Background: an optimization exercise with open tools, aiming at small area, a short achievable clock period and few clock cycles. Do not read the settings as production practice. In this exercise RTL edits were held to simulation tests only and were not proved equivalent to the original. No activity file was given, so power comes from the tool's default toggle rates.

$ cat flow/design.v
module ge8(input [7:0] a, b, output y);
wire [7:0] g0 = a & ~b, l0 = ~a & b;
wire [3:0] g1, l1;
wire [1:0] g2, l2;
genvar i;
generate for (i = 0; i < 4; i = i + 1) begin : m1
	assign g1[i] = g0[2*i+1] | ~l0[2*i+1] & g0[2*i];
	assign l1[i] = l0[2*i+1] | ~g0[2*i+1] & l0[2*i];
end endgenerate
generate for (i = 0; i < 2; i = i + 1) begin : m2
	assign g2[i] = g1[2*i+1] | ~l1[2*i+1] & g1[2*i];
	assign l2[i] = l1[2*i+1] | ~g1[2*i+1] & l1[2*i];
end endgenerate
assign y = ~(l2[1] | ~g2[1] & l2[0]);
endmodule
module comparator_9(
	input	[7:0]	l_lo, l_md, l_hi,
	input	[7:0]	c_lo, c_md, c_hi,
	input	[7:0]	r_lo, r_md, r_hi,
	input			lc_lo, lc_md, lc_hi,
	output			cr_lo, cr_md, cr_hi,
	output	[7:0]	x, y, z
);
wire lr_lo, lr_md, lr_hi;
ge8 g0(.a(c_lo), .b(r_lo), .y(cr_lo));
ge8 g1(.a(c_md), .b(r_md), .y(cr_md));
ge8 g2(.a(c_hi), .b(r_hi), .y(cr_hi));
ge8 g3(.a(l_lo), .b(r_lo), .y(lr_lo));
ge8 g4(.a(l_md), .b(r_md), .y(lr_md));
ge8 g5(.a(l_hi), .b(r_hi), .y(lr_hi));
assign x = (lc_lo & lr_lo) ? l_lo : (!lc_lo & cr_lo) ? c_lo : r_lo;
assign y = (lc_md ^ lr_md) ? l_md : (lc_md ^ cr_md) ? r_md : c_md;
assign z = (!lc_hi & !lr_hi) ? l_hi : (lc_hi & !cr_hi) ? c_hi : r_hi;
endmodule
module med3(input [7:0] a, b, c, output [7:0] y);
wire ab, ac, bc;
ge8 g0(.a(a), .b(b), .y(ab));
ge8 g1(.a(a), .b(c), .y(ac));
ge8 g2(.a(b), .b(c), .y(bc));
assign y = (ab ^ ac) ? a : (ab ^ bc) ? c : b;
endmodule
module sort3(
	input	[7:0]	a, m, b,
	input			am, ab, mb,
	output	[7:0]	lo, md, hi,
	output			m_lo, m_hi
);
assign hi = (am & ab) ? a : (!am & mb) ? m : b;
assign lo = (!am & !ab) ? a : (am & !mb) ? m : b;
assign md = (am ^ ab) ? a : (am ^ mb) ? b : m;
assign m_hi = !am & mb;
assign m_lo = am & !mb;
endmodule
module CU(
	input						clk,
	input						rst,
	output reg	[2:0]		ph,			 
	output reg	[17:0]	rd_pair,		 
	output reg				border,		 
	output reg	[18:0]	out_address,
	output reg				out_valid
);
localparam NPAIR = 153600;            
localparam RD_START = 18'd261904;     
localparam RD_LAST  = 18'd153839;     
reg	[1:0]	warm;                       
reg	[3:0]	m15;                        
wire [17:0] opair = out_address[18:1];
wire row_first = ~|opair[17:8] & ~&opair[7:4] & ~(opair[7:4] == 4'hE & &opair[3:0]);
wire row_last = (opair[17:8] == 10'h257) & (|opair[7:4] | &opair[3:0]);
wire row_border = row_first | row_last;
wire rd_wrap = &(rd_pair | ~RD_LAST);
wire op_wrap = &(opair | ~(NPAIR - 1));
reg first;
always @(posedge clk or negedge rst) begin
	if (!rst) begin
		first <= 1'b1;
		ph <= 3'b001;
		warm <= 2'd0;
		m15 <= 4'd0;
		out_valid <= 1'b0;
	end else begin
		first <= 1'b0;
		ph <= {ph[1:0], ph[2]};
		if (ph[2] && warm != 2'd3) warm <= warm + 2'd1;
		if (ph[1] && warm == 2'd3 && &opair[3:0])
			m15 <= (m15 == 4'd14) ? 4'd0 : m15 + 4'd1;
		out_valid <= (ph[1] && warm[1]) || (ph[0] && warm == 2'd3);
	end
end
always @(posedge clk) begin
	if (first)
		rd_pair <= 18'd0;
	else if (ph[2])
		rd_pair <= rd_wrap ? RD_START : rd_pair - 18'd479;
	else
		rd_pair <= rd_pair + 18'd240;
	if (first)
		out_address[18:1] <= 18'd0;
	else if (ph[1] && warm == 2'd3)
		out_address[18:1] <= op_wrap ? 18'd0 : opair + 18'd1;
	out_address[0] <= (ph[0]);
	border <= row_border || (m15 == 4'd14 && opair[3:1] == 3'b111 && (opair[0] == ph[2]));
end
endmodule
module DU(
	input						clk,
	input			[2:0]		ph,			 
	input						border,
	input			[7:0]		q_a,
	input			[7:0]		q_b,
	output reg	[7:0]		out
);
reg [7:0] ra;
reg [7:0] rb, b1, b2;
reg [7:0] st, sm, sb;
wire p1 = ph[1];         
wire p2 = ph[2];         
wire shift = !ph[0];     
reg s_am, s_ab, s_mb;
wire [7:0] st_n = p1 ? b2 : sm;
wire [7:0] sm_n = p1 ? b1 : p2 ? ra : sb;
wire [7:0] sb_n = p1 ? rb : q_a;
wire am_n, ab_n, mb_n;
ge8 c0(.a(st_n), .b(sm_n), .y(am_n));
ge8 c1(.a(st_n), .b(sb_n), .y(ab_n));
ge8 c2(.a(sm_n), .b(sb_n), .y(mb_n));
always @(posedge clk) begin
	ra <= q_a;
	rb <= q_b; b1 <= rb; b2 <= b1;
	st <= st_n;
	sm <= sm_n;
	sb <= sb_n;
	s_am <= am_n;
	s_ab <= ab_n;
	s_mb <= mb_n;
end
wire [7:0] s_lo, s_md, s_hi;
wire       s_tlo, s_thi;
sort3 srt(.a(st), .m(sm), .b(sb), .am(s_am), .ab(s_ab), .mb(s_mb), .lo(s_lo), .md(s_md), .hi(s_hi), .m_lo(s_tlo), .m_hi(s_thi));
reg [7:0] l_lo, l_md, l_hi;
reg       lc_lo, lc_md, lc_hi;    
wire      cr_lo, cr_md, cr_hi;    
reg [7:0] c_lo, c_md, c_hi;
reg       c_tlo, c_thi;
reg [7:0] r_lo, r_md, r_hi;
reg       r_tlo, r_thi;
always @(posedge clk) begin
	if (shift) begin
		l_lo <= c_lo; l_md <= c_md; l_hi <= c_hi;
		lc_lo <= cr_lo; lc_md <= cr_md; lc_hi <= cr_hi;
		c_lo <= r_lo; c_md <= r_md; c_hi <= r_hi; c_tlo <= r_tlo; c_thi <= r_thi;
		r_lo <= s_lo; r_md <= s_md; r_hi <= s_hi; r_tlo <= s_tlo; r_thi <= s_thi;
	end
end
wire [7:0] c_mid = c_tlo ? c_lo : c_thi ? c_hi : c_md;
wire [7:0] mx_lo, md_md, mn_hi;
comparator_9 cmp(
	.l_lo(l_lo), .l_md(l_md), .l_hi(l_hi),
	.c_lo(c_lo), .c_md(c_md), .c_hi(c_hi),
	.r_lo(r_lo), .r_md(r_md), .r_hi(r_hi),
	.lc_lo(lc_lo), .lc_md(lc_md), .lc_hi(lc_hi),
	.cr_lo(cr_lo), .cr_md(cr_md), .cr_hi(cr_hi),
	.x(mx_lo), .y(md_md), .z(mn_hi)
);
reg [7:0] x, y, z;
always @(posedge clk) begin
	x <= border ? c_mid : mx_lo;
	y <= border ? c_mid : md_md;
	z <= border ? c_mid : mn_hi;
end
wire [7:0] med;
med3 m3(.a(x), .b(y), .c(z), .y(med));
always @(posedge clk) out <= med;
endmodule
module medianFilter(
	output	[7:0]		out,
	output 	[18:0]	out_address,
	output				out_valid,
	output	[18:0]	address_a,
	output	[18:0]	address_b,
	input		[7:0]		q_a,
	input		[7:0]		q_b,
	input					clk,
	input 				rst
);
wire	[2:0]	ph;
wire			border;
wire	[17:0]	rd_pair;
CU cu(
	.clk				(clk),
	.rst				(rst),
	.ph				(ph),
	.rd_pair			(rd_pair),
	.border			(border),
	.out_address	(out_address),
	.out_valid		(out_valid)
);
assign address_a = {rd_pair, 1'b0};
assign address_b = {rd_pair, 1'b1};
DU du(
	.clk				(clk),
	.ph				(ph),
	.border			(border),
	.q_a				(q_a),
	.q_b				(q_b),
	.out				(out)
);
endmodule
$ cat flow/run.sh
#!/bin/bash
# synth_recipe.tcl (not shown) runs the flow's synth.tcl, then flattens the netlist and writes it again
# the make line also repeats each setting of config.mk as NAME=value (left out here)
make -C /OpenROAD-flow-scripts/flow DESIGN_CONFIG=/design/flow/config.mk WORK_HOME=/design/flow/orfs CLKGATE_MAP_FILE= SYNTH_SCRIPT=/design/flow/synth_recipe.tcl finish
$ cat flow/config.mk
export PLATFORM = sky130hd
export DESIGN_NAME = medianFilter
export DESIGN_NICKNAME = medianFilter
export VERILOG_FILES = /design/flow/design.v
export SDC_FILE = /design/flow/constraint.sdc
export NUM_CORES = 4
export LEC_CHECK = 0
export CAP_MARGIN = 20
export CORE_MARGIN = 2
export CORE_UTILIZATION = 60
export CTS_BUF_LIST = sky130_fd_sc_hd__clkbuf_16
export CTS_CLUSTER_DIAMETER = 100
export CTS_CLUSTER_SIZE = 30
export PLACE_DENSITY = 0.75
export SETUP_SLACK_MARGIN = 4.6
export SLEW_MARGIN = 20
$ cat flow/constraint.sdc
create_clock -name core_clock -period 7.0 [get_ports {clk}]
set_input_delay 1.4000 -clock core_clock [delete_from_list [all_inputs] [get_ports {clk}]]
set_output_delay 1.4000 -clock core_clock [all_outputs]
set_load 0.01 [all_outputs]
==> metrics.md, run 1 <==
| Metric | Value |
|---|---|
| Fin. Hold Viols | 0 |
| Vias in the first global route | roughly 7300 |
| Hold Path Stages | 0 |
| Crit Path Class | in -> reg |
| Gr usage total | around a quarter |
| Largest net degree at the start of global routing | 80 |
| Post-synth EDFFs | 79 |
| Crit-path max cell delay | around 310 ps |
| Most frequent cells in the layout | nand2_1, dfxtp_1, inv_1, edfxtp_1, nor2_1 |
| Top Layer Used | met4 |
| Placed Area | 11200 sq um |
| CTS tree | built |
| Worst Setup Start Kind | input pin |
| DRT Wirelength | 23.6 mm |
| Clk slew on worst S/H paths | 100 ps |
| Worst Min Path Start | du.b1[3] |
| RSZ-0062 raised after global routing | yes |
| Worst Hold Path EP | du.b2[3] |
| Peak VDD IR | between 0.15 and 0.2 mV |
| Tightest Pin Transition | 983 ps |
| Status | complete, no violations |
| Die width | 135 um |
| Core area | 17100 sq um |
| Mapped Cells | 1044 |
| Num CTS Buffers | 11 |
| Crit path cell chain | buf_6 -> mux2_4 -> o221a_4 -> o21ai_4 -> a22oi_2 -> maj3_2 -> maj3_2 -> a2bb2oi_1 |
| Critical Path Slowest Stage Cell | maj3_2 |
| Worst R2R Path Depth | 8 |
| Met2 wire length | between 10 and 15 mm |
| Worst slew margin | 34.5% |
| Placed insts | between 1000 and 1500 |
| Tcrit/Tclk final | a little over a third |
| GP Congestion | slightly above 0.9 |
| Clock Sinks | 219 |
| Initial Util | between 60% and 70% |
| Fmax achieved | about 410 MHz |
| I/O Buffers | 81 |
| Netlist cell types | slightly below 80 |
| WL per Instance | ~17 um |
| Worst Path Arrival | ~2900 ps |
| Antenna violations before repair | 0 |
| Nets | 1174 |
| Setup TNS | 0 ps |
| Max-cap violations | 0 |
| Post-DP HPWL | 15.9 mm |
| First DRT Iteration DRCs | 700 |
| Root Buffer Master | clkbuf_16 |
| Most flop-heavy register | cu.out_address |
| Fin area | roughly 12000 sq um |
| Crit path max fanout | 3 |
| Row count | 48 |
| DIE AREA | approximately 18000 sq um |
| Die Height | between 100 and 150 um |
| Skew-Pair Late Insertion Delay | around 470 ps |
| Reg2Reg Capture Point | du.s_am |
| Post-Layout Cell Count | 1376 |
| H-tree levels | 1 |
| Worst Path Required | ~7400 ps |
| # IOs | 84 |
| Mapped Area | approximately 10000 sq um |
| ANT cells | 0 |
| First-pass GRT wire length | about 37 mm |
| Via Count | around 8100 |
| Top Registers | cu.out_address: 19 flops, cu.rd_pair: 18 flops |
| Ys Warns | 2 |
| Share of layout cells above drive strength 1 | 19.7% |
| Max Root-Sink Buffers | 3 |
| Final Setup Violations | 0 |
| R2R Setup Slk | about 4700 ps |
| Mapped Avg Cell Area | ~10 sq um |
| Worst r2r src | cu.ph[1] |
| Vias per cell | roughly 5.9 |
| Flops & latches, synth | between 200 and 250 |
| Total iterations of the first detailed-routing run | 5 |
| Most common cell after layout, fill and taps aside | nand2_1 |
| Fin Hold WS | ~360 ps |
| Async S/R FF share, synth | 5.02% |
| Met1 Wirelength | between 10 and 15 mm |
| Worst hold path class | reg -> reg |
| Fin crit period | roughly 2500 ps |
| Layout area overhead | 15.9% |
| CTS Hold Bufs | 0 |
| Ys flop type | dfxtp_1 |
| Total grt overflow | 0 |
| Residual DRC count | 0 |
| LEAKAGE | ~5.0 nW |
| Max reg flops | 19 |
| Crit-path most repeated cell | maj3_2 |
| Worst setup EP type | register |
| Met3 WL | 1.32 mm |
| Slew Viols, Final | 0 |
| Antenna-violating nets left | 0 |
| Layout Skew | about 14 ps |
| Post-synthesis sequential area ratio | between 50% and 60% |
| Power per Cell Area | between 200 and 300 nW/um^2 |
==> synthesized netlist by cell type (6+ instances only) <==
cell type	count	area share, %
a211oi_1	14	1.0
or3_1	7	0.42
inv_1	79	2.9
a21oi_1	32	1.5
xor2_1	18	1.5
nor2_1	74	2.7
nand2b_1	29	1.8
maj3_2	6	0.65
a221o_1	8	0.77
and3_1	7	0.42
o22ai_1	24	1.5
mux2_2	6	0.65
xnor2_1	19	1.6
maj3_1	18	1.7
ha_1	9	1.1
clkbuf_1	22	0.80
o221ai_1	19	1.6
o21ai_1	17	0.82
a31oi_1	6	0.36
nor3_1	10	0.48
edfxtp_1	79	23
o211ai_1	7	0.51
mux2i_1	62	6.0
buf_4	21	1.5
dfxtp_1	129	25
o21ai_0	65	3.1
nor2b_1	28	1.7
nand2_1	102	3.7
dfrtp_1	9	2.2
nand3_1	18	0.87
==> logic make-up after synthesis <==
| logic type | Yosys count | synth area share, % |
|---|---|---|
| other | 2 | 0.0726 |
| AOI/OAI and AO/OA | 249 | 16.2 |
| and+or+nand+nor | 298 | 13.6 |
| DFF | 219 | 50.6 |
| muxes | 71 | 7.11 |
| xor gates and xnor gates | 37 | 3.13 |
| buffers and inverters | 135 | 5.80 |
| adders and majority gates | 33 | 3.48 |
==> power by group <==
part / total (mW) / switching [mW] / internal [mW]
Clock: 0.695 / 0.398 / 0.297
Sequential: 1.75 / 0.213 / 1.54
Combinational: 1.01 / 0.545 / 0.467
Total: 3.46 / 1.16 / 2.30
==> stage by stage <==
step           power (mW)  utilization [%]  worst slack, ps
2_1_floorplan        2.45                -             4250
6_report             3.46             70.3             4530
3_3_place_gp         2.73             65.5             3690
3_5_place_dp         2.76             65.5             3680
5_1_grt              3.66             70.3             4510
4_1_cts              3.44             69.0             4490
==> what timing repair did <==
| item | CTS | global route |
|---|---|---|
| setup buffers | 43 | 12 |
| gates resized for setup | 366 | 25 |
| setup endpoints to repair | 75 | 34 |
| cloned | 1 | 1 |
| pin swaps | 10 | 5 |
==> how the worst max path moves through the flow <==
stage               cells after the start            end           from
global route                            8        du.s_ab         q_a[0]
detailed placement                      8        du.s_ab         q_a[1]
CTS                                     1  address_a[10]  cu.rd_pair[9]
floorplan                               7        du.s_ab         q_a[1]
finish                                  8        du.s_ab         q_a[1]
global placement                        8        du.s_ab         q_a[1]
==> critical path: cells and delay by family <==
family | cells | cell delay, ps
AO/OA/AOI/OAI | 4 | 460
adder cells (fa/ha/maj) | 2 | 610
buffers and inverters | 1 | 90
multiplexers | 1 | 300
==> area by class of cell <==
type	count	area [sq um]
multi-input combinational	691	4670
tap	225	282
inverter	83	315
clock inverter	6	40.0
sequential	219	5360
clock buffer	11	275
timing repair buffer	141	1050
fill	1291	5070
==> routing by layer <==
metal | track usage (%) | vias to the layer above
met4 | 7.18 | 0
met3 | 2.62 | 44
met2 | 43.0 | 307
li1 | - | 3923
met5 | 0 | -
met1 | 34.4 | 3780
Testbench counts, summed over its fixed seeds: cycles 1,843,232.
==> inputs of run 2 (changes only) <==
--- a/flow/config.mk
+++ b/flow/config.mk
@@ -9,3 +9,3 @@
 export CORE_MARGIN = 2
-export CORE_UTILIZATION = 60
+export CORE_UTILIZATION = 50
 export CTS_BUF_LIST = sky130_fd_sc_hd__clkbuf_16
@@ -13,3 +13,3 @@
 export CTS_CLUSTER_SIZE = 30
-export PLACE_DENSITY = 0.75
+export PLACE_DENSITY = 0.7
 export SETUP_SLACK_MARGIN = 4.6
==> run 2 against run 1 <==
Compared with the run above:
- design area rose by 1.1%
- synthesized cell count did not move
- power rose by 0.37%
- sequential share of layout area fell by 0.47 points
- worst setup slack improved by 4.8 ps
- routed wire length fell by 0.72%
- flip-flop and latch count did not move
- final cell count rose by 3.3%
- clock-buffer cell count did not move
- global-route usage fell by 4.4 points
- non-clock buffer count rose by 1
==> metrics.md, run 2 <==
| Metric | Value |
|---|---|
| Max Root-Sink Buffers | 3 |
| Worst Path Arrival | 2870 ps |
| Clk slew on worst S/H paths | between 100 and 150 ps |
| First DRT Iteration DRCs | 640 |
| Skew-Pair Late Insertion Delay | 470 ps |
| First-pass GRT wire length | about 37 mm |
| H-tree levels | 1 |
| Area contributors post-synth | dfxtp_1, edfxtp_1, mux2i_1 |
| Placed Area | roughly 11000 sq um |
| WL per Instance | approximately 16 um |
| Worst Path Required | between 7000 and 8000 ps |
| # IOs | 84 |
| LEAKAGE | between 4 and 5 nW |
| Layout Skew | about 16 ps |
| Fill cells | approximately 1700 |
| Die width | between 100 and 150 um |
| Die Height | ~150 um |
| Tcrit/Tclk final | a little over a third |
| Core area | about 20000 sq um |
| Most frequent cells in the layout | nand2_1, dfxtp_1, inv_1, edfxtp_1, nor2_1 |
| Vias in the first global route | about 7500 |
| Residual DRC count | 0 |
| Final design utilization | 59.9% |
| Setup TNS | 0 ps |
| Initial Util | between 50% and 60% |
| DRT Wirelength | 23.4 mm |
| Hold Path Stages | 0 |
| Crit path max fanout | 3 |
| Most flop-heavy register | cu.out_address |
| Ys flop type | dfxtp_1 |
| Worst hold path class | reg -> reg |
| CP bufs+invs | 1 |
| Synth cell count leaders | dfxtp_1, nand2_1, edfxtp_1, inv_1, nor2_1 |
| Clock Sinks | around 220 |
| Switching pwr | approximately 1.2 mW |
| RSZ-0062 raised after global routing | yes |
| Fmax achieved | 406 MHz |
| Num CTS Buffers | 11 |
| Layout area overhead | 17.2% |
| I/O Buffers | between 80 and 90 |
| Status | complete, no violations |
| Nets | between 1000 and 1500 |
| Slew Viols, Final | 0 |
| Final Power | 3.47 mW |
| Largest net degree at the start of global routing | 80 |
| Async S/R FF share, synth | ~5% |
| Seq pwr share | between 50% and 60% |
| Flops & latches, synth | roughly 220 |
| Post-synth top area cell | dfxtp_1 |
| Mapped Area | a little over 10000 sq um |
| Mapped Cells | approximately 1000 |
| CTS Hold Bufs | 0 |
| Post-DP HPWL | between 15 and 20 mm |
| Antenna-violating nets left | 0 |
| Via Count | 7872 |
| Tightest Pin Transition | between 900 and 1000 ps |
| Top Registers | cu.out_address: 19 flops, cu.rd_pair: 18 flops |
| Cell family with most CP delay | adder cells |
| Fin crit period | between 2000 and 2500 ps |
| Fin area | around 12000 sq um |
| Crit-path max cell delay | approximately 310 ps |
| Crit-path most repeated cell | maj3_2 |
| Comb power frac | between 20% and 30% |
| Most common cell after layout, fill and taps aside | nand2_1 |
| Total grt overflow | 0 |
| Vias per cell | 5.54 |
| Share of Yosys cell area claimed by the top area cell type | roughly 25% |
| Crit. path cell count | 8 |
| Multi-input logic area | around 4700 sq um |
| Worst Setup Start Kind | input pin |
| Register Area | 5360 sq um |
| Total iterations of the first detailed-routing run | 5 |
| Gr usage total | 20.8% |
| Worst R2R Path Depth | 8 |
| Power per Cell Area | about 290 nW/um^2 |
| Root Buffer Master | clkbuf_16 |
| R2R Setup Slk | 4700 ps |
| Antenna violations before repair | 0 |
| Sw Share | approximately 33% |
| Share of layout cells above drive strength 1 | approximately a fifth |
| Final Setup Violations | 0 |
| Row count | 52 |
| ANT cells | 0 |
| GP Congestion | ~0.9 |
| Mapped Avg Cell Area | around 9.9 sq um |
| Post-synth EDFFs | a little under 80 |
| Fin. Hold Viols | 0 |
| Ys Warns | 2 |
| Peak VDD IR | 0.196 mV |
| Crit path cell chain | buf_6 -> mux2_4 -> o221a_4 -> o21ai_4 -> a22oi_2 -> maj3_2 -> maj3_2 -> a2bb2oi_2 |
| Netlist cell types | 77 |
| Max reg flops | 19 |
| Critical Path Slowest Stage Cell | maj3_2 |
| Crit Path Class | in -> reg |
| Post-synthesis sequential area ratio | a little over 50% |
| Internal power | 2.31 mW |
| Worst setup EP type | register |
| Max-cap violations | 0 |
| Cell with the most instances after synthesis | dfxtp_1 |
| CTS tree | built |
| DIE AREA | roughly 22000 sq um |
| Clock Power Share | roughly a fifth |
| Worst slew margin | roughly a third |
==> run 2: changes by cell type in the layout (fill, tap and decap cells not counted), moves of 2 or more <==
cell	previous run	this run
nand2b_4	2	0
buf_6	10	16
clkinvlp_4	1	3
nand2b_2	0	2
clkbuf_2	2	0
buf_2	55	51
==> run 2: repair_timing <==
| action | CTS | global route |
|---|---|---|
| setup buffers | 43 | 13 |
| setup endpoints to repair | 69 | 46 |
| cloned | 1 | 1 |
| gates resized for setup | 372 | 27 |
| pin swaps | 13 | 4 |
==> run 2: power groups by stage <==
stage / Sequential [mW] / Clock [mW] / Combinational (mW)
final: 1.74 / 0.687 / 1.04
after global routing: 1.77 / 0.752 / 1.15
after global placement: 1.79 / 0 / 0.962
after detailed placement: 1.79 / 0 / 0.972
after CTS: 1.74 / 0.710 / 0.997
after floorplan: 1.71 / 0 / 0.740
==> run 2: through the flow <==
stage / std cells / hold WS [ps] / setup WS (ps)
6_report: 1422 / 355 / 4540
4_1_cts: 1408 / 358 / 4530
5_1_grt: 1422 / 360 / 4480
2_1_floorplan: 1045 / 326 / 4250
3_3_place_gp: 1347 / 336 / 3670
3_5_place_dp: 1347 / 334 / 3610
==> run 2: per-layer routing <==
layer | GRT usage, % | up-vias | share of wire (%)
met2 | 36.1 | 203 | 49
met4 | 5.71 | 0 | 2.7
met3 | 2.81 | 42 | 4.2
met5 | 0 | - | 0
li1 | - | 3922 | -
met1 | 27.6 | 3705 | 44
==> run 2: cell type report <==
| cell class | count | share of cell area [%] |
|---|---|---|
| flip-flops and latches | 219 | 44.2 |
| multi-input cells | 691 | 38.6 |
| repair buffers | 142 | 9.18 |
| well taps | 270 | 2.79 |
| inverters | 83 | 2.60 |
| clock buffers | 11 | 2.27 |
| clock inverters | 6 | 0.351 |
==> run 2: path summary, 6_finish.rpt <==
path,start,endpoint
worst min register to register,du.b1[2],du.b2[2]
worst min-delay path,du.b1[2],du.b2[2]
min in group asynchronous,rst,cu.m15[1]
worst max-delay path,q_a[1],du.s_ab
max in group asynchronous,rst,cu.ph[1]
worst max register to register,cu.ph[1],du.s_am
==> run 2: kinds of logic (layout without fill, tap and decap cells) <==
logic type               Yosys count  in the layout  share of synthesized area [%]
AND/OR/NAND/NOR                  298            298                           13.6
AO/OA/AOI/OAI                    249            249                           16.2
flip-flops                       219            219                           50.6
XOR/XNOR                          37             37                           3.13
multiplexers                      71             71                           7.11
other                              2              3                         0.0726
adder cells (fa/ha/maj)           33             33                           3.48
buffers and inverters            135            242                           5.80
==> inputs of run 3 (changes only) <==
--- a/flow/config.mk
+++ b/flow/config.mk
@@ -9,3 +9,3 @@
 export CORE_MARGIN = 2
-export CORE_UTILIZATION = 50
+export CORE_UTILIZATION = 70
 export CTS_BUF_LIST = sky130_fd_sc_hd__clkbuf_16
@@ -13,3 +13,3 @@
 export CTS_CLUSTER_SIZE = 30
-export PLACE_DENSITY = 0.7
+export PLACE_DENSITY = 0.8
 export SETUP_SLACK_MARGIN = 4.6
==> run 3 against run 2 <==
Compared with the run above:
- register-to-register slack worse by 200 ps
- largest cell class unchanged
- final cell count is 5.9% lower
- critical path type is now reg -> reg
- clock-buffer cell count stayed put
- still clean on timing, DRC and antenna
- die area is 28% lower
- worst hold slack better by 5.6 ps
- worst setup slack worse by 35 ps
==> metrics.md, run 3 <==
| Metric | Value |
|---|---|
| Status | complete, no violations |
| Vias in the first global route | 7764 |
| Critical Path Slowest Stage Cell | edfxtp_1 |
| Fill cells | between 800 and 900 |
| Die Height | roughly 130 um |
| Root Buffer Master | clkbuf_16 |
| Tcrit/Tclk final | about 36% |
| R2R Setup Slk | 4500 ps |
| Fmax achieved | 400 MHz |
| Post-synthesis sequential area ratio | 50.6% |
| Skew-Pair Late Insertion Delay | 460 ps |
| Most flop-heavy register | cu.out_address |
| Synth cell count leaders | dfxtp_1, nand2_1, edfxtp_1, inv_1, nor2_1 |
| Flops & latches, synth | 219 |
| H-tree levels | 1 |
| Residual DRC count | 0 |
| Max-cap violations | 0 |
| DIE AREA | between 15000 and 20000 sq um |
| Fin Hold WS | between 300 and 400 ps |
| Crit path cell chain | buf_4 -> nand2b_4 -> maj3_2 -> o221a_1 -> or3_1 -> o211ai_1 -> nand2_2 -> o221ai_2 |
| WL per Instance | approximately 19 um |
| Worst Setup SP | du.r_md[4] |
| Most common cell after layout, fill and taps aside | nand2_1 |
| Clock Sinks | 219 |
| Fin crit period | around 2500 ps |
| Final Power | between 3 and 4 mW |
| Vias per cell | slightly above 6 |
| Area contributors post-synth | dfxtp_1, edfxtp_1, mux2i_1 |
| ANT cells | 0 |
| Mapped Area | approximately 10000 sq um |
| DRT Wirelength | 25.1 mm |
| LEAKAGE | about 5 nW |
| Share of Yosys cell area claimed by the top area cell type | 25.0% |
| First-pass GRT wire length | between 30 and 40 mm |
| Post-synth EDFFs | around 80 |
| Crit-path max cell delay | between 400 and 500 ps |
| I/O Buffers | 81 |
| Layout Skew | 10.3 ps |
| Worst setup path endpoint | du.y[2] |
| Ys Warns | 2 |
| Row count | 44 |
| Antenna-violating nets left | 0 |
| Worst hold path class | reg -> reg |
| Fin area | approximately 12000 sq um |
| Largest net degree at the start of global routing | 80 |
| Worst Path Arrival | between 2000 and 3000 ps |
| Pre-CTS setup slack | between 3000 and 4000 ps |
| Slew Viols, Final | 0 |
| Peak VDD IR | 0.208 mV |
| GP Congestion | between 0.9 and 1 |
| Die width | between 100 and 150 um |
| Multi-input logic area | ~4800 sq um |
| Worst setup EP type | register |
| Initial Util | just over 70% |
| CTS tree | built |
| Power per Cell Area | 293 nW/um^2 |
| Worst Slack Setup Final | around 4500 ps |
| Post-DP HPWL | around 16 mm |
| Post-Layout Cell Count | between 1000 and 1500 |
| Register Area | 5350 sq um |
| Fin. Hold Viols | 0 |
| Netlist cell types | 77 |
| Crit Path Class | reg -> reg |
| Worst Setup Start Kind | register |
| Mapped Avg Cell Area | 9.91 sq um |
| Ys flop type | dfxtp_1 |
| Worst r2r src | du.r_md[4] |
| Max Root-Sink Buffers | 3 |
| First DRT Iteration DRCs | ~710 |
| Max reg flops | 19 |
| Total grt overflow | 0 |
| Worst R2R Path Depth | 8 |
| Share of layout cells above drive strength 1 | a little over a fifth |
| Clk slew on worst S/H paths | ~110 ps |
| Async S/R FF share, synth | between 5 and 6% |
| CP bufs+invs | 1 |
| Core area | around 14000 sq um |
| Post-synth top area cell | dfxtp_1 |
| Worst Path Required | between 7000 and 8000 ps |
| Reg2Reg Capture Point | du.y[2] |
| Most frequent cells in the layout | nand2_1, dfxtp_1, inv_1, edfxtp_1, nor2_1 |
| Nets | around 1200 |
| Mapped Cells | between 1000 and 1500 |
| Cell with the most instances after synthesis | dfxtp_1 |
| Layout area overhead | 16.3% |
| Cell family with most CP delay | compound AO/OA/AOI/OAI gates |
| RSZ-0062 raised after global routing | yes |
| Num CTS Buffers | 11 |
| Via Count | around 8300 |
| Worst slew margin | 34.7% |
| Placed insts | about 1300 |
| # IOs | between 80 and 90 |
| Antenna violations before repair | 0 |
| Tightest Pin Transition | 979 ps |
| Placed Area | approximately 11000 sq um |
| Gr usage total | approximately 30% |
| Final Setup Violations | 0 |
| Crit. path cell count | 8 |
| CTS Hold Bufs | 0 |
| Total iterations of the first detailed-routing run | 5 |
| Final design utilization | between 80 and 90% |
| Top Registers | cu.out_address: 19 flops, cu.rd_pair: 18 flops |
| Setup TNS | 0 ps |
| Crit path max fanout | 7 |
==> run 3: logic make-up after synthesis <==
logic type | synth area share (%)
buffers and inverters | 5.80
muxes | 7.11
adders and majority gates | 3.48
xor gates and xnor gates | 3.13
other | 0.0726
and+or+nand+nor | 13.6
DFF | 50.6
AOI/OAI and AO/OA | 16.2
==> run 3: layout make-up <==
class / count / share of cell area [%]
clock buffers: 11 / 2.29
clock inverters: 6 / 0.333
inverters: 83 / 2.62
multi-input cells: 691 / 39.7
flip-flops and latches: 219 / 44.5
well taps: 184 / 1.91
repair buffers: 144 / 8.61
==> run 3: layer usage <==
metal / GRT usage [%] / share of wire, % / vias up
met5: 0 / 0 / -
met4: 10.4 / 3.4 / 0
met3: 2.74 / 6.2 / 58
met2: 49.6 / 50 / 371
met1: 39.8 / 40 / 3946
li1: - / - / 3927
==> run 3: power by group <==
group / internal, mW / switching [mW]
Combinational: 0.496 / 0.594
Clock: 0.298 / 0.391
Sequential: 1.54 / 0.209
Total: 2.33 / 1.19
==> run 3: how the worst min path moves through the flow <==
stage,startpoint,depth (start not counted),slack [ps],endpoint
after floorplan,du.rb[4],0,330,du.b1[4]
after global placement,du.rb[7],0,330,du.b1[7]
after detailed placement,du.b1[3],0,340,du.b2[3]
after CTS,du.b1[3],0,350,du.b2[3]
after global routing,du.rb[7],0,360,du.b1[7]
final,du.b1[2],0,360,du.b2[2]
==> run 3: timing repair <==
item	4_1_cts	5_1_grt
endpoints found under the hold margin	0	0
resized for setup	357	46
pin swaps	12	14
cloned	0	2
setup buffers	44	14
setup endpoints to repair	81	30
==> inputs of run 4 (changes only) <==
--- a/flow/config.mk
+++ b/flow/config.mk
@@ -9,7 +9,7 @@
 export CORE_MARGIN = 2
-export CORE_UTILIZATION = 70
-export CTS_BUF_LIST = sky130_fd_sc_hd__clkbuf_16
-export CTS_CLUSTER_DIAMETER = 100
-export CTS_CLUSTER_SIZE = 30
-export PLACE_DENSITY = 0.8
+export CORE_UTILIZATION = 60
+export CTS_BUF_LIST = sky130_fd_sc_hd__clkbuf_8
+export CTS_CLUSTER_DIAMETER = 80
+export CTS_CLUSTER_SIZE = 20
+export PLACE_DENSITY = 0.75
 export SETUP_SLACK_MARGIN = 4.6
==> run 4 against run 3 <==
Compared with the run above:
- still clean on timing, DRC and antenna
- design area increased by 1.6%
- global-route usage is 3.8 points lower
- critical path depth fell by 6
- die area rose by 16%
- critical path type is now reg -> out
- largest cell class unchanged
==> metrics.md, run 4 <==
| Metric | Value |
|---|---|
| Status | complete, no violations |
| Num CTS Buffers | 15 |
| ANT cells | 0 |
| Antenna-violating nets left | 0 |
| Placed Area | about 11000 sq um |
| Worst Path Arrival | around 1100 ps |
| Worst Path Required | ~5600 ps |
| Final design utilization | a little under three quarters |
| First-pass GRT wire length | about 37 mm |
| Worst slew margin | between 30% and 40% |
| Fin crit period | approximately 2500 ps |
| Crit path max fanout | 2 |
| GP Congestion | between 0.9 and 1 |
| Clock Power Share | between 10% and 20% |
| Post-synth EDFFs | just under 80 |
| Register Area | ~5400 sq um |
| CTS Hold Bufs | 0 |
| Peak VDD IR | ~0.19 mV |
| Post-DP HPWL | between 15 and 20 mm |
| Layout area overhead | 18.1% |
| Antenna violations before repair | 0 |
| Residual DRC count | 0 |
| Post-synthesis sequential area ratio | roughly 50% |
| Vias in the first global route | between 7000 and 8000 |
| Worst hold path class | reg -> reg |
| Final Setup Violations | 0 |
| Clk slew on worst S/H paths | 120 ps |
| First DRT Iteration DRCs | between 600 and 700 |
| Worst Min Path Start | du.b1[7] |
| Vias per cell | around 5.8 |
| Layout Skew | 21.9 ps |
| Skew-Pair Late Insertion Delay | approximately 540 ps |
| Mapped Area | ~10000 sq um |
| Die Height | between 100 and 150 um |
| Max Root-Sink Buffers | 3 |
| Flops & latches, synth | 219 |
| Row count | between 40 and 50 |
| Ys Warns | 2 |
| Most flop-heavy register | cu.out_address |
| Top Registers | cu.out_address: 19 flops, cu.rd_pair: 18 flops |
| Total grt overflow | 0 |
| Mapped Cells | about 1000 |
| Max-cap violations | 0 |
| Fin area | roughly 12000 sq um |
| DRT Wirelength | around 24 mm |
| Setup TNS | 0 ps |
| Async S/R FF share, synth | under 10% |
| Ys flop type | dfxtp_1 |
| Multi-input logic area | ~4600 sq um |
| I/O Buffers | 81 |
| Worst r2r src | cu.ph[1] |
| Pre-CTS setup slack | about 3700 ps |
| Via Count | 8079 |
| Most common cell after layout, fill and taps aside | nand2_1 |
| Sw Share | 34.5% |
| Tightest Pin Transition | approximately 970 ps |
| Largest net degree at the start of global routing | 80 |
| Post-synth top area cell | dfxtp_1 |
| Slew Viols, Final | 0 |
| WL per Instance | roughly 17 um |
| Area contributors post-synth | dfxtp_1, edfxtp_1, mux2i_1 |
| Fin. Hold Viols | 0 |
| LEAKAGE | about 5 nW |
| Total iterations of the first detailed-routing run | 6 |
| Most frequent cells in the layout | nand2_1, dfxtp_1, inv_1, edfxtp_1, nor2_1 |
| Initial Util | roughly three fifths |
| Mapped Avg Cell Area | approximately 9.9 sq um |
| H-tree levels | 1 |
| Worst Setup Start Kind | register |
| Power per Cell Area | ~280 nW/um^2 |
| Comb power frac | between 30% and 40% |
| DIE AREA | roughly 18000 sq um |
| Fin Hold WS | ~350 ps |
| Worst setup EP type | output pin |
| Clock Sinks | approximately 220 |
| Share of Yosys cell area claimed by the top area cell type | between 20 and 25% |
| RSZ-0062 raised after global routing | yes |
| Die width | 135 um |
| Worst Setup SP | cu.rd_pair[14] |
| Root Buffer Master | clkbuf_8 |
| Crit Path Class | reg -> out |
| Cell with the most instances after synthesis | dfxtp_1 |
| Switching pwr | roughly 1.2 mW |
| CTS tree | built |
| Fill cells | ~1300 |
| Synth cell count leaders | dfxtp_1, nand2_1, edfxtp_1, inv_1, nor2_1 |
| Core area | 17100 sq um |
| Nets | ~1200 |
| Post-Layout Cell Count | approximately 1400 |
| Netlist cell types | 77 |
| Tcrit/Tclk final | between 30% and 40% |
| Seq pwr share | 51.3% |
| Fmax achieved | 394 MHz |
| Final Power | approximately 3.4 mW |
| Gr usage total | between 20 and 30% |
| # IOs | 84 |
| Internal power | between 2 and 2.5 mW |
| Worst Slack Setup Final | approximately 4500 ps |
| Share of layout cells above drive strength 1 | 19.8% |
| Max reg flops | 19 |
| Placed insts | about 1300 |
==> run 4: cell counts after synthesis <==
Identical to the previous run, type by type.
==> run 4: cell type report <==
type | count | area share, %
Inverter | 83 | 2.55
Sequential cell | 219 | 43.9
Timing Repair Buffer | 140 | 11.0
Tap cell | 225 | 2.31
Clock inverter | 10 | 0.461
Multi-Input combinational cell | 691 | 38.0
Clock buffer | 16 | 1.80
==> run 4: worst max-delay path, stage by stage, from the launching register on <==
cell and delay [ps]:
dfxtp_4 370, buf_6 120, buf_6 110
==> run 4: cell families after synthesis <==
logic type / count (synthesis) / synth area share, %
xor+xnor: 37 / 3.13
compound gates: 249 / 16.2
fa+ha+maj: 33 / 3.48
mux: 71 / 7.11
other cells: 2 / 0.0726
simple gates: 298 / 13.6
buf+inv: 135 / 5.80
flops: 219 / 50.6
==> run 4: final timing paths <==
kind	to	slack [ps]	cells past startpoint
worst min register to register	du.b2[7]	350	0
min in group asynchronous	cu.m15[2]	1180	1
worst max-delay path	address_b[15]	4460	2
max in group asynchronous	cu.ph[2]	5440	1
worst max register to register	du.s_am	4690	8
worst min-delay path	du.b2[7]	350	0
==> run 4: power by group through the flow <==
| stage | clock (mW) | sequential (mW) | combinational (mW) |
|---|---|---|---|
| after floorplan | 0 | 1.71 | 0.740 |
| after global placement | 0 | 1.79 | 0.946 |
| after detailed placement | 0 | 1.80 | 0.963 |
| after CTS | 0.651 | 1.75 | 0.996 |
| after global routing | 0.689 | 1.78 | 1.15 |
| final | 0.634 | 1.76 | 1.04 |
==> run 4: per-layer routing <==
| layer | vias up | part of all wire [%] | track usage [%] |
|---|---|---|---|
| met2 | 277 | 48 | 42.6 |
| met5 | - | 0 | 0 |
| met3 | 49 | 4.9 | 3.40 |
| met4 | 0 | 2.9 | 8.51 |
| li1 | 3923 | - | - |
| met1 | 3830 | 44 | 34.5 |
==> run 4: repair_timing <==
| item | in CTS | in global routing |
|---|---|---|
| gates cloned | 1 | 1 |
| setup buffers | 44 | 10 |
| endpoints found under the setup margin | 79 | 85 |
| endpoints found under the hold margin | 0 | 0 |
| pin swaps | 13 | 6 |
| gates resized for setup | 410 | 21 |
==> inputs of run 5 (changes only) <==
==> flow/flow/run.sh (new file) <==
#!/bin/bash
# The standard layout, with the resizer free to swap a cell for one of another
# footprint (the platform otherwise only allows same-footprint swaps), so the
# port buffers and the logic on the critical paths can take faster cells.
set -euo pipefail
bash standard.sh MATCH_CELL_FOOTPRINT=0 finish > standard.log 2>&1
==> flow/standard.sh (new file) <==
#!/bin/bash
# synth_recipe.tcl (not shown) runs the flow's synth.tcl, then flattens the netlist and writes it again
# the make line also repeats each setting of config.mk as NAME=value (left out here)
make -C /OpenROAD-flow-scripts/flow DESIGN_CONFIG=/design/flow/config.mk WORK_HOME=/design/flow/orfs CLKGATE_MAP_FILE= SYNTH_SCRIPT=/design/flow/synth_recipe.tcl "${@:-finish}"
--- a/flow/config.mk
+++ b/flow/config.mk
@@ -10,5 +10,5 @@
 export CORE_UTILIZATION = 60
-export CTS_BUF_LIST = sky130_fd_sc_hd__clkbuf_8
-export CTS_CLUSTER_DIAMETER = 80
-export CTS_CLUSTER_SIZE = 20
+export CTS_BUF_LIST = sky130_fd_sc_hd__clkbuf_16
+export CTS_CLUSTER_DIAMETER = 100
+export CTS_CLUSTER_SIZE = 30
 export PLACE_DENSITY = 0.75
removed: flow/run.sh
==> run 5 against run 4 <==
Compared with the run above:
- still clean
- fmax rose by 1.1%
- clock-buffer cell count fell by 5
- clock skew fell by 6.1 ps
- worst setup slack improved by 27 ps
- routed wire length fell by 2.4%
- area after synthesis did not move
- register-to-register slack got worse by 70 ps
- critical path depth rose by 6
- non-clock buffer count fell by 2
- highest routed layer unchanged
==> metrics.md, run 5 <==
| Metric | Value |
|---|---|
| CTS Hold Bufs | 0 |
| I/O Buffers | about 80 |
| Crit path max fanout | 3 |
| Fill cells | approximately 1300 |
| Area contributors post-synth | dfxtp_1, edfxtp_1, mux2i_1 |
| Antenna violations before repair | 0 |
| Tightest Pin Transition | slightly below 1000 ps |
| Status | complete, no violations |
| Setup TNS | 0 ps |
| Most common cell after layout, fill and taps aside | nand2_1 |
| Worst slew margin | a little over a third |
| Top Registers | cu.out_address: 19 flops, cu.rd_pair: 18 flops |
| GP Congestion | between 0.9 and 1 |
| Most flop-heavy register | cu.out_address |
| First DRT Iteration DRCs | approximately 620 |
| Worst hold path class | reg -> reg |
| Post-synthesis sequential area ratio | between 50% and 60% |
| Layout area overhead | 16.0% |
| H-tree levels | 1 |
| Max Root-Sink Buffers | 3 |
| Ys Warns | 2 |
| Final Setup Violations | 0 |
| # IOs | 84 |
| Post-DP HPWL | about 16 mm |
| WL per Instance | approximately 17 um |
| Worst Path Arrival | approximately 2900 ps |
| Fmax achieved | ~400 MHz |
| Placed insts | between 1000 and 1500 |
| Register Area | 5360 sq um |
| Skew-Pair Late Insertion Delay | 470 ps |
| Cell with the most instances after synthesis | dfxtp_1 |
| Residual DRC count | 0 |
| Power per Cell Area | slightly below 300 nW/um^2 |
| Peak VDD IR | between 0.15 and 0.2 mV |
| CTS tree | built |
| Worst Setup Start Kind | input pin |
| ANT cells | 0 |
| Via Count | ~8000 |
| Mapped Area | 10300 sq um |
| DIE AREA | roughly 18000 sq um |
| Worst Path Required | between 7000 and 8000 ps |
| Share of Yosys cell area claimed by the top area cell type | about a quarter |
| Flops & latches, synth | 219 |
| Nets | roughly 1200 |
| Post-synth top area cell | dfxtp_1 |
| Gr usage total | about a quarter |
| Layout Skew | 15.8 ps |
| Mapped Cells | around 1000 |
| RSZ-0062 raised after global routing | yes |
| LEAKAGE | 5.07 nW |
| Crit Path Class | in -> reg |
| Fin crit period | ~2500 ps |
| Ys flop type | dfxtp_1 |
| Total iterations of the first detailed-routing run | 6 |
| Clock Sinks | about 220 |
| Die Height | 135 um |
| Die width | between 100 and 150 um |
| DRT Wirelength | approximately 23 mm |
| Num CTS Buffers | 11 |
| Total grt overflow | 0 |
| Multi-input logic area | about 4600 sq um |
| Antenna-violating nets left | 0 |
| Worst setup EP type | register |
| Vias in the first global route | 7380 |
| Slew Viols, Final | 0 |
| Synth cell count leaders | dfxtp_1, nand2_1, edfxtp_1, inv_1, nor2_1 |
| Initial Util | between 60% and 70% |
| Max reg flops | 19 |
| Post-synth EDFFs | just under 80 |
| Mapped Avg Cell Area | just under 10 sq um |
| Clk slew on worst S/H paths | approximately 110 ps |
| Tcrit/Tclk final | a little over a third |
| Netlist cell types | a little under 80 |
| Most frequent cells in the layout | nand2_1, dfxtp_1, inv_1, edfxtp_1, nor2_1 |
| Core area | 17100 sq um |
| Post-Layout Cell Count | 1373 |
| Root Buffer Master | clkbuf_16 |
| Largest net degree at the start of global routing | 80 |
| Fin. Hold Viols | 0 |
| Async S/R FF share, synth | 5.02% |
| Vias per cell | just under 6 |
| Max-cap violations | 0 |
| Share of layout cells above drive strength 1 | 18.0% |
| Row count | 48 |
| First-pass GRT wire length | 37.2 mm |
==> run 5: final cells by class <==
cell class	count	share of cell area (%)
clock buffer	11	2.29
sequential	219	44.7
timing repair buffer	138	9.27
multi-input combinational	691	38.5
tap	225	2.35
inverter	83	2.60
clock inverter	6	0.334
==> run 5: logic make-up after synthesis <==
kind of cell / share of synthesized area [%]
simple gates: 13.6
mux: 7.11
buf+inv: 5.80
xor+xnor: 3.13
other cells: 0.0726
flops: 50.6
fa+ha+maj: 3.48
compound gates: 16.2
==> run 5: repair_timing <==
action / in CTS / in global routing
endpoints found under the setup margin: 75 / 59
pin swaps: 11 / 1
gates cloned: 1 / 1
setup buffers: 37 / 15
gates resized for setup: 218 / 44
==> run 5: report_power, final <==
group | internal [mW] | leakage, nW | switching [mW]
combinational | 0.479 | 2.80 | 0.543
sequential | 1.54 | 2.10 | 0.213
clock | 0.297 | 0.165 | 0.399
total | 2.31 | 5.07 | 1.16
==> run 5: worst max-delay path, stage by stage <==
cell and delay [ps]:
buf_6 90, mux2_4 280, a211oi_2 180, o21ai_1 130, o211ai_1 270, a211oi_2 130
o31a_1 290, o21ai_1 120
==> run 5: per-stage QoR <==
stage	hold slack [ps]	setup WS [ps]	cell area (sq um)	power, mW	utilization [%]
2_1_floorplan	326	4250	10300	2.45	-
3_3_place_gp	334	3690	11200	2.73	65.5
3_5_place_dp	336	3680	11200	2.76	65.5
4_1_cts	358	4540	11900	3.46	69.6
5_1_grt	361	4460	12000	3.67	70.3
6_report	352	4490	12000	3.47	70.3
==> run 5: layer usage <==
layer	GRT usage, %	vias up	routed length (um)
met2	42.9	268	11300
met5	0	-	0
met4	7.35	0	659
li1	-	3913	-
met3	2.66	50	1100
met1	34.4	3768	10200
==> run 5: final timing paths <==
path | from | endpoint | slack, ps | depth (start not counted)
setup reg to reg | cu.ph[2] | du.s_am | 4620 | 8
hold / removal | du.b1[7] | du.b2[7] | 350 | 0
max in group asynchronous | rst | cu.ph[2] | 5370 | 1
setup / recovery | q_a[1] | du.s_mb | 4490 | 8
hold reg to reg | du.b1[7] | du.b2[7] | 350 | 0
min in group asynchronous | rst | cu.out_valid | 1250 | 1
==> inputs of run 6 (changes only) <==
--- a/flow/design.v
+++ b/flow/design.v
@@ -113,3 +113,2 @@
 );
-reg [7:0] ra;
 reg [7:0] rb, b1, b2;
@@ -121,4 +120,4 @@
 wire [7:0] st_n = p1 ? b2 : sm;
-wire [7:0] sm_n = p1 ? b1 : p2 ? ra : sb;
-wire [7:0] sb_n = p1 ? rb : q_a;
+wire [7:0] sm_n = p1 ? b1 : sb;
+wire [7:0] sb_n = p1 ? rb : q_a;    
 wire am_n, ab_n, mb_n;
@@ -128,3 +127,2 @@
 always @(posedge clk) begin
-	ra <= q_a;
 	rb <= q_b; b1 <= rb; b2 <= b1;
@@ -132,3 +130,3 @@
 	sm <= sm_n;
-	sb <= sb_n;
+	sb <= q_a;
 	s_am <= am_n;
@@ -137,5 +135,6 @@
 end
+wire [7:0] s_b = p2 ? b1 : sb;
 wire [7:0] s_lo, s_md, s_hi;
 wire       s_tlo, s_thi;
-sort3 srt(.a(st), .m(sm), .b(sb), .am(s_am), .ab(s_ab), .mb(s_mb), .lo(s_lo), .md(s_md), .hi(s_hi), .m_lo(s_tlo), .m_hi(s_thi));
+sort3 srt(.a(st), .m(sm), .b(s_b), .am(s_am), .ab(s_ab), .mb(s_mb), .lo(s_lo), .md(s_md), .hi(s_hi), .m_lo(s_tlo), .m_hi(s_thi));
 reg [7:0] l_lo, l_md, l_hi;
==> flow/run.sh (new file) <==
#!/bin/bash
# synth_recipe.tcl (not shown) runs the flow's synth.tcl, then flattens the netlist and writes it again
# the make line also repeats each setting of config.mk as NAME=value (left out here)
make -C /OpenROAD-flow-scripts/flow DESIGN_CONFIG=/design/flow/config.mk WORK_HOME=/design/flow/orfs CLKGATE_MAP_FILE= SYNTH_SCRIPT=/design/flow/synth_recipe.tcl finish
--- a/flow/config.mk
+++ b/flow/config.mk
@@ -14,3 +14,3 @@
 export PLACE_DENSITY = 0.75
-export SETUP_SLACK_MARGIN = 4.6
+export SETUP_SLACK_MARGIN = 4.7
 export SLEW_MARGIN = 20
removed: flow/flow/run.sh
removed: flow/standard.sh
==> run 6 against run 5 <==
Compared with the run above:
- still clean on timing, DRC and antenna
- worst hold slack better by 7.0 ps
- global-route usage up 0.61 points
- clock power up 1%
- critical path depth down 6
- power up 4.9%
- via count up 4.3%
- final cell count up 2.3%
- synthesized cell count up 1.2%
- combinational power up 24%
- critical path type is now reg -> out
- critical endpoint is now address_b[7]
- largest power group unchanged
- highest routed layer unchanged
==> metrics.md, run 6 <==
| Metric | Value |
|---|---|
| Flops & latches, synth | 211 |
| Synth cell count leaders | dfxtp_1, nand2_1, inv_1 |
| Max Root-Sink Buffers | 3 |
| Cell family with most CP delay | flip-flops |
| Status | complete, no violations |
| Mapped Avg Cell Area | between 9 and 10 sq um |
| Post-Synth Adder-Cell Area | 4.68% |
| Netlist cell types | 72 |
| Ys flop type | dfxtp_1 |
| Crit-path max cell delay | ~370 ps |
| Worst R2R Path Depth | 8 |
| Fin crit period | ~2500 ps |
| Gr usage total | roughly a quarter |
| Synth Area in Simple Gates | 13.9% |
| Sw Share | a little over a third |
| Worst slew margin | a little over a third |
| Mapped Cells | ~1100 |
| Die width | 136 um |
| Final Setup Violations | 0 |
| Total iterations of the first detailed-routing run | 5 |
| Post-synth EDFFs | 79 |
| Mapped Area | approximately 10000 sq um |
| Core area | ~17000 sq um |
| Share of Yosys cell area claimed by the top area cell type | between 20% and 30% |
| Initial Util | between 60% and 70% |
| Skew-Pair Late Insertion Delay | 470 ps |
| Fin. Hold Viols | 0 |
| RSZ-0062 raised after global routing | yes |
| Fin Hold WS | between 300 and 400 ps |
| Post-synthesis mux area share | 7.81% |
| Worst Path Required | about 5600 ps |
| Residual DRC count | 0 |
| LEAKAGE | just over 5 nW |
| Most flop-heavy register | cu.out_address |
| Clock Sinks | about 210 |
| Max-cap violations | 0 |
| CTS tree | built |
| Share of layout cells above drive strength 1 | about a quarter |
| Worst hold path class | reg -> reg |
| Worst Path Arrival | 1060 ps |
| Worst Hold Path EP | du.b1[7] |
| Reg2Reg Capture Point | du.x[7] |
| Crit path cell chain | buf_6 -> buf_6 |
| Internal power | about 2.4 mW |
| Crit-path most repeated cell | buf_6 |
| Vias in the first global route | between 7000 and 8000 |
| Layout area overhead | 22.5% |
| Post-DP HPWL | approximately 16 mm |
| Most frequent cells in the layout | nand2_1, inv_1, dfxtp_1, edfxtp_1, nor2_1 |
| Peak VDD IR | 0.227 mV |
| Async S/R FF share, synth | 5.21% |
| Switching pwr | 1.27 mW |
| Tightest Pin Transition | between 900 and 1000 ps |
| # IOs | 84 |
| Nets | 1203 |
| DRT Wirelength | between 20 and 30 mm |
| Worst r2r src | du.r_lo[0] |
| GP Congestion | around 0.91 |
| Crit Path Class | reg -> out |
| Cell with the most instances after synthesis | dfxtp_1 |
| Worst Setup Start Kind | register |
| DIE AREA | 18400 sq um |
| Die Height | roughly 140 um |
| Clk slew on worst S/H paths | approximately 110 ps |
| Met1 usage | 35.0% |
| Busiest grt layer | met2 |
| Worst Min Path Start | du.rb[7] |
| Most common cell after layout, fill and taps aside | nand2_1 |
| Post-synth top area cell | dfxtp_1 |
| Crit path max fanout | 2 |
| Final design utilization | between 70 and 80% |
| CTS Hold Bufs | 0 |
| Seq pwr share | a little under half |
| First DRT Iteration DRCs | 745 |
| Area contributors post-synth | dfxtp_1, edfxtp_1, mux2i_1 |
| Post-synthesis sequential area ratio | around half |
| Layout Skew | roughly 16 ps |
| Antenna-violating nets left | 0 |
| Clock Power Share | between 10% and 20% |
| Root Buffer Master | clkbuf_16 |
| Top Registers | cu.out_address: 19 flops, cu.rd_pair: 18 flops |
| Comb power frac | 34.5% |
| Num CTS Buffers | 11 |
| Slew Viols, Final | 0 |
| WL per Instance | ~18 um |
| Total grt overflow | 0 |
| Power per Cell Area | approximately 290 nW/um^2 |
| H-tree levels | 1 |
| Row count | 48 |
| Vias per cell | 5.94 |
| Fmax achieved | approximately 400 MHz |
| Setup TNS | 0 ps |
| Via Count | approximately 8300 |
| Global routing usage on met2 | 43.0% |
| ANT cells | 0 |
| Synth Area in Compound Gates | ~15% |
| Largest family of logic cells by synthesized area | compound AO/OA/AOI/OAI gates |
| Critical Path Slowest Stage Cell | dfxtp_4 |
| Ys Warns | 2 |
| Met3 Use GR | 3.25% |
| CP bufs+invs | 2 |
| Tcrit/Tclk final | a little over a third |
| Hold Path Stages | 0 |
| Largest net degree at the start of global routing | 80 |
| Max reg flops | 19 |
| R2R Setup Slk | 4680 ps |
| First-pass GRT wire length | around 38 mm |
| Worst setup EP type | output pin |
| XOR/XNOR Fraction of Synth Area | under 10% |
| Antenna violations before repair | 0 |
| I/O Buffers | between 80 and 90 |
[run 6: cell families after synthesis]
family,count (synthesis)
AO/OA/AOI/OAI,225
XOR/XNOR,37
adder cells (fa/ha/maj),46
buffers and inverters,152
flip-flops,211
multiplexers,79
other,2
AND/OR/NAND/NOR,305
[run 6: cell type report]
class / instances / area, sq um
sequential: 211 / 5190
fill: 1182 / 4390
clock buffer: 11 / 275
tap: 225 / 282
timing repair buffer: 161 / 1500
clock inverter: 6 / 47.5
multi-input combinational: 696 / 5070
inverter: 95 / 360
[run 6: power by group through the flow]
stage	sequential, mW	combinational (mW)	clock [mW]
after global routing	1.71	1.35	0.748
after CTS	1.66	1.06	0.715
after detailed placement	1.71	0.968	0
after floorplan	1.64	0.728	0
final	1.68	1.26	0.704
after global placement	1.70	0.960	0
[run 6: layer usage]
layer | up-vias | part of all wire [%]
li1 | 4005 | -
met1 | 4005 | 43
met2 | 282 | 49
met3 | 52 | 5.4
met4 | 0 | 2.8
met5 | - | 0
[run 6: metrics by stage]
step | power [mW] | setup WS, ps | area (sq um) | std cells
after floorplan | 2.37 | 4360 | 10400 | 1058
after global placement | 2.66 | 3790 | 11200 | 1311
after detailed placement | 2.67 | 3800 | 11200 | 1311
after CTS | 3.44 | 4520 | 12200 | 1383
after global routing | 3.81 | 4520 | 12700 | 1405
final | 3.64 | 4540 | 12700 | 1405
[run 6: timing repair]
item,4_1_cts,5_1_grt
setup endpoints to repair,109,118
gates resized for setup,421,73
setup buffers,55,20
pin swaps,19,18
cloned,0,2
[run 6: worst max path at each step]
| stage | start | to | slack (ps) | cells past startpoint |
|---|---|---|---|---|
| after floorplan | q_a[5] | du.s_mb | 4360 | 5 |
| after global placement | q_a[0] | du.s_ab | 3790 | 8 |
| after detailed placement | q_a[0] | du.s_ab | 3800 | 8 |
| after CTS | cu.rd_pair[6] | address_b[7] | 4520 | 2 |
| after global routing | cu.rd_pair[6] | address_b[7] | 4520 | 2 |
| final | cu.rd_pair[6] | address_b[7] | 4540 | 2 |
Testbench counts of run 6, summed over its fixed seeds: cycles 1,843,232.
==> inputs of run 7 (changes only) <==
--- a/flow/config.mk
+++ b/flow/config.mk
@@ -7,2 +7,3 @@
 export LEC_CHECK = 0
+export ABC_AREA = 1
 export CAP_MARGIN = 20
@@ -14,3 +15,3 @@
 export PLACE_DENSITY = 0.75
-export SETUP_SLACK_MARGIN = 4.7
+export SETUP_SLACK_MARGIN = 4.6
 export SLEW_MARGIN = 20
==> run 7 against run 6 <==
Compared with the run above:
- flip-flop and latch count stayed put
- sequential share of layout area is 1.7 points higher
- critical path depth decreased by 1
- die area is 4.4% higher
- worst hold slack worse by 4.0 ps
- first-iteration DRC count down 5.4%
- via count is 15% higher
- fmax rose by 2.2%
- synthesized cell count rose by 38%
- global-route usage is 0.16 points lower
- largest cell class unchanged
- highest routed layer unchanged
==> metrics.md, run 7 <==
| Metric | Value |
|---|---|
| Top Layer Used | met4 |
| Layout area overhead | 12.4% |
| Async S/R FF share, synth | under 10% |
| Mapped Avg Cell Area | around 7.5 sq um |
| Vias per cell | approximately 5.4 |
| Reg2Reg Capture Point | cu.out_address[17] |
| Vias in the first global route | 8755 |
| Total iterations of the first detailed-routing run | 5 |
| Post-DP HPWL | ~18 mm |
| Placed Area | 11700 sq um |
| DRT Wirelength | roughly 25 mm |
| Netlist cell types | 54 |
| Synth cell count leaders | nand2_1, inv_1, nand3_1 |
| Final Power | between 3 and 4 mW |
| Worst Hold Path EP | du.b1[3] |
| Final design utilization | 68.4% |
| Total grt overflow | 0 |
| Placed insts | around 1700 |
| Row count | approximately 50 |
| Clk slew on worst S/H paths | 110 ps |
| Most frequent cells in the layout | nand2_1, inv_1, nand3_1, o21ai_0, nor2_1 |
| # IOs | between 80 and 90 |
| Most common cell after layout, fill and taps aside | nand2_1 |
| Die width | approximately 140 um |
| Multi-input logic area | 4710 sq um |
| Crit path cell chain | buf_6 |
| CTS Hold Bufs | 0 |
| Worst Path Required | 5600 ps |
| Worst setup EP type | output pin |
| Fin crit period | 2400 ps |
| Max Root-Sink Buffers | 3 |
| First DRT Iteration DRCs | slightly above 700 |
| First-pass GRT wire length | about 42 mm |
| Max reg flops | 19 |
| Tightest Pin Transition | around 1000 ps |
| Worst hold path class | reg -> reg |
| Core area | about 18000 sq um |
| CP bufs+invs | 1 |
| Initial Util | between 60% and 70% |
| Worst slew margin | approximately a third |
| Worst Path Arrival | 1000 ps |
| Fmax achieved | roughly 420 MHz |
| Mapped Area | ~11000 sq um |
| H-tree levels | 1 |
| Worst r2r src | cu.ph[1] |
| Final Setup Violations | 0 |
| Post-synth EDFFs | between 70 and 80 |
| GP Congestion | approximately 0.94 |
| Post-Layout Cell Count | ~1800 |
| Peak VDD IR | 0.261 mV |
| Flops & latches, synth | around 210 |
| Fill cells | approximately 1600 |
| Tcrit/Tclk final | between 30% and 40% |
| Via Count | between 9000 and 10000 |
| Largest net degree at the start of global routing | 81 |
| Residual DRC count | 0 |
| Status | complete, no violations |
| Antenna-violating nets left | 0 |
| Num CTS Buffers | 11 |
| Ys Warns | 2 |
| Layout Skew | between 9 and 10 ps |
| Gr usage total | 25.7% |
| Hold Path Stages | 0 |
| Antenna violations before repair | 0 |
| Cell with the most instances after synthesis | nand2_1 |
| Ys flop type | dfxtp_1 |
| Register Area | ~5200 sq um |
| RSZ-0062 raised after global routing | yes |
| Fin area | 12200 sq um |
| I/O Buffers | just over 80 |
| Post-synth top area cell | dfxtp_1 |
| Slew Viols, Final | 0 |
| Met3 WL | 1.22 mm |
| R2R Setup Slk | between 4000 and 5000 ps |
| Setup TNS | 0 ps |
| Crit Path Class | reg -> out |
| Crit-path max cell delay | just over 400 ps |
| Cell family with most CP delay | flip-flops |
| WL per Instance | about 14 um |
| Met1 Wirelength | between 10 and 15 mm |
| Met2 wire length | between 10 and 15 mm |
| Skew-Pair Late Insertion Delay | roughly 470 ps |
| Post-synthesis sequential area ratio | ~47% |
| Root Buffer Master | clkbuf_16 |
| Worst Setup Start Kind | register |
| Power per Cell Area | roughly 310 nW/um^2 |
| Share of Yosys cell area claimed by the top area cell type | between 20% and 30% |
| Critical Path Slowest Stage Cell | dfrtp_1 |
| Share of layout cells above drive strength 1 | about an eighth |
| Nets | 1572 |
| Die Height | 139 um |
| Mapped Cells | about 1500 |
| Fin. Hold Viols | 0 |
| LEAKAGE | 5.86 nW |
| Worst Min Path Start | du.rb[3] |
| Most flop-heavy register | cu.out_address |
| Clock Sinks | roughly 210 |
| ANT cells | 0 |
| Area contributors post-synth | dfxtp_1, edfxtp_1, nand2_1 |
| Max-cap violations | 0 |
| CTS tree | built |
| Crit path max fanout | 1 |
| Top Registers | cu.out_address: 19 flops, cu.rd_pair: 18 flops |
| Worst R2R Path Depth | 10 |
| DIE AREA | about 19000 sq um |
[run 7: layout make-up]
cell class | instances | share of cell area, %
sequential | 211 | 42.5
multi-input combinational | 986 | 38.6
timing repair buffer | 123 | 7.11
inverter | 211 | 6.52
tap | 229 | 2.35
clock buffer | 11 | 2.26
clock inverter | 6 | 0.595
timing repair inverter | 1 | 0.0410
[run 7: worst max-delay path by stage]
stage | endpoint | startpoint | depth (start not counted)
2_1_floorplan | du.c_hi[0] | cu.ph[0] | 1
3_3_place_gp | du.s_ab | q_a[7] | 7
3_5_place_dp | du.s_ab | q_a[7] | 7
4_1_cts | address_b[9] | cu.rd_pair[8] | 1
5_1_grt | out_valid | cu.out_valid | 1
6_report | out_valid | cu.out_valid | 1
[run 7: logic make-up (layout without fill, tap and decap cells)]
family                     Yosys count  after routing  synth area share (%)
other                                2              3                0.0692
xor gates and xnor gates            16             16                  1.29
buffers and inverters              258            352                  10.0
and+or+nand+nor                    717            717                  28.5
DFF                                211            211                  46.7
adders and majority gates            9              9                  1.04
muxes                                1              1                 0.104
AOI/OAI and AO/OA                  240            240                  12.3
[run 7: repair_timing]
action / 4_1_cts / 5_1_grt
buffers inserted: 39 / 0
cloned: 0 / 1
hold endpoints to repair: 0 / 0
setup endpoints to repair: 64 / 15
resized for setup: 320 / 15
[run 7: where the power goes]
part | leakage (nW) | total, mW | switching [mW] | internal [mW]
sequential | 2.05 | 1.72 | 0.199 | 1.52
clock | 0.182 | 0.731 | 0.394 | 0.338
combinational | 3.63 | 1.34 | 0.876 | 0.459
[run 7: metrics by stage]
step	hold slack (ps)	setup slack, ps
6_report	355	4600
5_1_grt	361	4550
4_1_cts	356	4530
3_5_place_dp	335	4240
3_3_place_gp	334	4290
2_1_floorplan	326	4670
[run 7: layer usage]
layer / track usage, % / vias to the layer above
met4: 8.38 / 0
met1: 34.7 / 4333
met2: 43.4 / 295
li1: - / 4911
met5: 0 / -
met3: 3.00 / 50

## separate check: timing with driven ports
The results above use ideal ports. As a check the final layouts listed here were re-extracted and re-timed, cells and wires unchanged. Step 1 assumes that a clkbuf_16 drives the clock port and a buf_2 every other input. Step 2 moves the port delays by t, midway between the first and last clock arrival at a register: inputs arrive t later, outputs are due t later. That takes back most of the time a late clock gives input paths. Three values: no drivers, after step 1, after step 2; two values: the first two.
run | shift t [ns] | setup slack, ns | slew at the worst register clock pin (ns) | cell pins on the clock port's net
run 1 | 0.499 | 4.532 / 4.519 / 4.045 | 0.11 / 0.11 | 1
run 2 | 0.509 | 4.537 / 4.509 / 4.039 | 0.11 / 0.11 | 1
run 3 | 0.502 | 4.501 / 4.501 / 4.007 | 0.11 / 0.11 | 1
run 4 | 0.563 | 4.464 / 4.426 / 3.952 | 0.12 / 0.12 | 1
run 5 | 0.499 | 4.491 / 4.502 / 4.003 | 0.11 / 0.11 | 1
run 6 | 0.508 | 4.544 / 4.501 / 4.116 | 0.12 / 0.12 | 1
run 7 | 0.506 | 4.597 / 4.553 / 4.242 | 0.11 / 0.11 | 1
After both steps every run listed still meets setup and hold. The setup slack of run 4, which loses most, moves by -0.038 ns with the drivers and by -0.512 ns with both steps.
